Source: an optimization exercise on an open RTL-to-GDS flow (aim: small area and a short achievable clock period). Production flows keep margins and buffers that such runs may drop.

==> inputs of build 92 <==
// FPU
module FPU(clk, A, B, opcode, O, flags);
	input clk;
	input [31:0] A, B;
	input [1:0] opcode;
	output [31:0] O;
	output [6:0] flags;
	wire az = ~|A[30:23];
	wire bz = ~|B[30:23];
	wire [7:0]  ea = {A[30:24], A[23] | az};
	wire [7:0]  eb = {B[30:24], B[23] | bz};
	wire [23:0] ma = {~az, A[22:0]};
	wire [23:0] mb = {~bz, B[22:0]};
	wire sx = A[31];
	wire sy = B[31] ^ opcode[0];
	wire [30:0] cmp_x = B[30:0];
	wire [30:0] cmp_y = ~A[30:0];
	wire [30:0] c_g = cmp_x & cmp_y;
	wire [30:0] c_p = cmp_x ^ cmp_y;
	wire c_G0_m1 = c_g[0] | (c_p[0] & 1'b1);
	wire c_G2_1 = c_g[2] | (c_p[2] & c_g[1]);
	wire c_P2_1 = c_p[2] & c_p[1];
	wire c_G4_3 = c_g[4] | (c_p[4] & c_g[3]);
	wire c_P4_3 = c_p[4] & c_p[3];
	wire c_G6_5 = c_g[6] | (c_p[6] & c_g[5]);
	wire c_P6_5 = c_p[6] & c_p[5];
	wire c_G8_7 = c_g[8] | (c_p[8] & c_g[7]);
	wire c_P8_7 = c_p[8] & c_p[7];
	wire c_G10_9 = c_g[10] | (c_p[10] & c_g[9]);
	wire c_P10_9 = c_p[10] & c_p[9];
	wire c_G12_11 = c_g[12] | (c_p[12] & c_g[11]);
	wire c_P12_11 = c_p[12] & c_p[11];
	wire c_G14_13 = c_g[14] | (c_p[14] & c_g[13]);
	wire c_P14_13 = c_p[14] & c_p[13];
	wire c_G16_15 = c_g[16] | (c_p[16] & c_g[15]);
	wire c_P16_15 = c_p[16] & c_p[15];
	wire c_G18_17 = c_g[18] | (c_p[18] & c_g[17]);
	wire c_P18_17 = c_p[18] & c_p[17];
	wire c_G20_19 = c_g[20] | (c_p[20] & c_g[19]);
	wire c_P20_19 = c_p[20] & c_p[19];
	wire c_G22_21 = c_g[22] | (c_p[22] & c_g[21]);
	wire c_P22_21 = c_p[22] & c_p[21];
	wire c_G24_23 = c_g[24] | (c_p[24] & c_g[23]);
	wire c_P24_23 = c_p[24] & c_p[23];
	wire c_G26_25 = c_g[26] | (c_p[26] & c_g[25]);
	wire c_P26_25 = c_p[26] & c_p[25];
	wire c_G28_27 = c_g[28] | (c_p[28] & c_g[27]);
	wire c_P28_27 = c_p[28] & c_p[27];
	wire c_G30_29 = c_g[30] | (c_p[30] & c_g[29]);
	wire c_P30_29 = c_p[30] & c_p[29];
  ...
make LEC_CHECK=0 ABC_AREA=1 CAP_MARGIN=20 CORE_MARGIN=2 CORE_UTILIZATION=55 SLEW_MARGIN=20 SYNTH_HIERARCHICAL=1 SYNTH_MINIMUM_KEEP_SIZE=0 finish   # period 21.0 ns
run.sh (not shown) runs the stock make flow with config.mk's settings and CLKGATE_MAP_FILE= SYNTH_SCRIPT=/design/flow/synth_recipe.tcl, a recipe that flattens the netlist after the stock synthesis.
==> inputs of trial 73, as changes to build 92 <==
--- a/flow/config.mk
+++ b/flow/config.mk
@@ -11,2 +11,3 @@
 export CORE_UTILIZATION = 55
+export SETUP_SLACK_MARGIN = 3
 export SLEW_MARGIN = 20
==> qor summary <==
Result of the run: build 92 timing/DRC/antenna clean; trial 73 timing/DRC/antenna clean
Routed vias/inst: build 92 6.22; trial 73 6.24
Crit path buffers/inverters: build 92 7; trial 73 11
WP data arrival: build 92 15.85 ns; trial 73 13.55 ns
Largest stage delay, worst path: build 92 1.21 ns; trial 73 0.58 ns
Clock-cell share of area: build 92 0.284%; trial 73 0.255%
Comb_multi_in: build 92 2672; trial 73 2674
Hold Slack: build 92 4.88 ns; trial 73 4.55 ns
Fraction of area in multi-input gates: build 92 82.9%; trial 73 78.0%
Worst setup path startpoint: build 92 B[1]; trial 73 B[18]
Drt pass-1 iters: build 92 8; trial 73 6
Final standard cell area without fillers: build 92 26400 um2; trial 73 29400 um2
Gates resized, CTS repair: build 92 0; trial 73 256
Final nets: build 92 4113; trial 73 4290
Worst slew margin: build 92 25.9%; trial 73 32.3%
Total stage count of the critical path: build 92 52; trial 73 48
Average wire length per cell after detail routing: build 92 23.7 um; trial 73 24.4 um
FILL cells: build 92 4137; trial 73 3849
Number of standard cells in the layout, taps in and fillers out: build 92 3941; trial 73 4118
Worst Hold Launch: build 92 B[31]; trial 73 B[23]
Proportion of cell area occupied by registers: build 92 0.454%; trial 73 0.408%
Function was not checked in any run of this note: the RTL went through the layout flow alone.

==> run a: inputs <==
FPU, a different RTL version from the one above (not shown whole).
export LEC_CHECK = 0
export ABC_AREA = 1
export CAP_MARGIN = 20
export CORE_MARGIN = 2
export CORE_UTILIZATION = 50
export SETUP_SLACK_MARGIN = 3
export SLEW_MARGIN = 20
export SYNTH_HIERARCHICAL = 1
export SYNTH_MINIMUM_KEEP_SIZE = 0
create_clock -name core_clock -period 21.0 [get_ports {clk}]
standard.sh (not shown) runs the stock make flow with config.mk's settings and CLKGATE_MAP_FILE= SYNTH_SCRIPT=/design/flow/synth_recipe.tcl, a recipe that flattens the netlist after the stock synthesis.
==> flow/flow/run.sh <==
#!/bin/bash
# Layout flow: the standard flow (standard.sh: ORFS synthesis to the
# final layout), with the input and output port buffers taken from
# sky130_fd_sc_hd__buf_2 instead of the cell buffer_ports picks by itself.
# ORFS writes each step's log under orfs/logs; make's own output goes to
# standard.log here.
set -euo pipefail
bash standard.sh BUFFER_PORTS_ARGS="-buffer_cell sky130_fd_sc_hd__buf_2" finish > standard.log 2>&1
==> inputs of run b, as changes to run a <==
Settings changed: SETUP_SLACK_MARGIN 3 to 4.
==> flow_summary.json <==
{
  "inv_count": 335,
  "slowest_stage": "nor2_4",
  "grt_pass1_wl_um": 144000,
  "min_period_ps": 17680,
  "drt-wirelength-per-cell_um": 25.6,
  "wl_met1_um": 39100,
  "first_global_vias": 23500,
  "use_met3": 0.100,
  "status": "finished clean",
  "diodes": 3,
  "wirelength_um": 95800,
  "fin_crit_sh": 0.842,
  "buffers": 162,
  "vias": 24200,
  "setup.worst_path.start": "B[9]",
  "grt_max_degree": 96,
  "drive_above_1_share": 0.0865,
  "tightest_slew_ps": 1170,
  "instances_no_fill": 3739
}
The numbers above come from run a.

==> flow_summary.json <==
{
  "diodes": 4,
  "drt-wirelength-per-cell_um": 25.6,
  "status": "finished clean",
  "first_global_vias": 23800,
  "drive_above_1_share": 0.113,
  "instances_no_fill": 3772,
  "fin_crit_sh": 0.794,
  "grt_max_degree": 49,
  "wl_met1_um": 38600,
  "use_met3": 0.111,
  "wirelength_um": 96700,
  "grt_pass1_wl_um": 145000,
  "tightest_slew_ps": 1170,
  "slowest_stage": "nor2_2"
}
The numbers above come from run b.

Function was not checked in any run of this note: the RTL went through the layout flow alone.

## afterwards: timing with drivers on the ports
Ports are ideal in the flow. The routed layouts listed here were re-timed in OpenROAD. Step 1 assumes that a clkbuf_16 drives the clock port and a buf_2 every other input. Step 2 also shifts input and output timing later by t, the mid clock arrival at the registers, as if the neighbouring blocks saw the same clock. a / b / c = no drivers / after step 1 / after step 2; a / b = the first two.
run	t (ns)	slack for setup (ns)	worst hold slack (ns)	worst setup path at the end
build 92	0.279	0.951 / 0.915 / 0.915	4.875 / 4.870 / 4.966	input to output
trial 73	0.278	3.246 / 3.221 / 3.221	4.551 / 4.554 / 4.832	input to output
run a	0.272	3.324 / 3.296 / 3.296	4.461 / 4.451 / 4.611	input to output
run b	0.276	4.328 / 4.296 / 4.296	4.465 / 4.455 / 4.611	input to output
After both steps setup and hold are still met in every run listed. The setup slack of build 92, which loses most, moves by -0.036 ns with the drivers and by -0.036 ns with both steps.
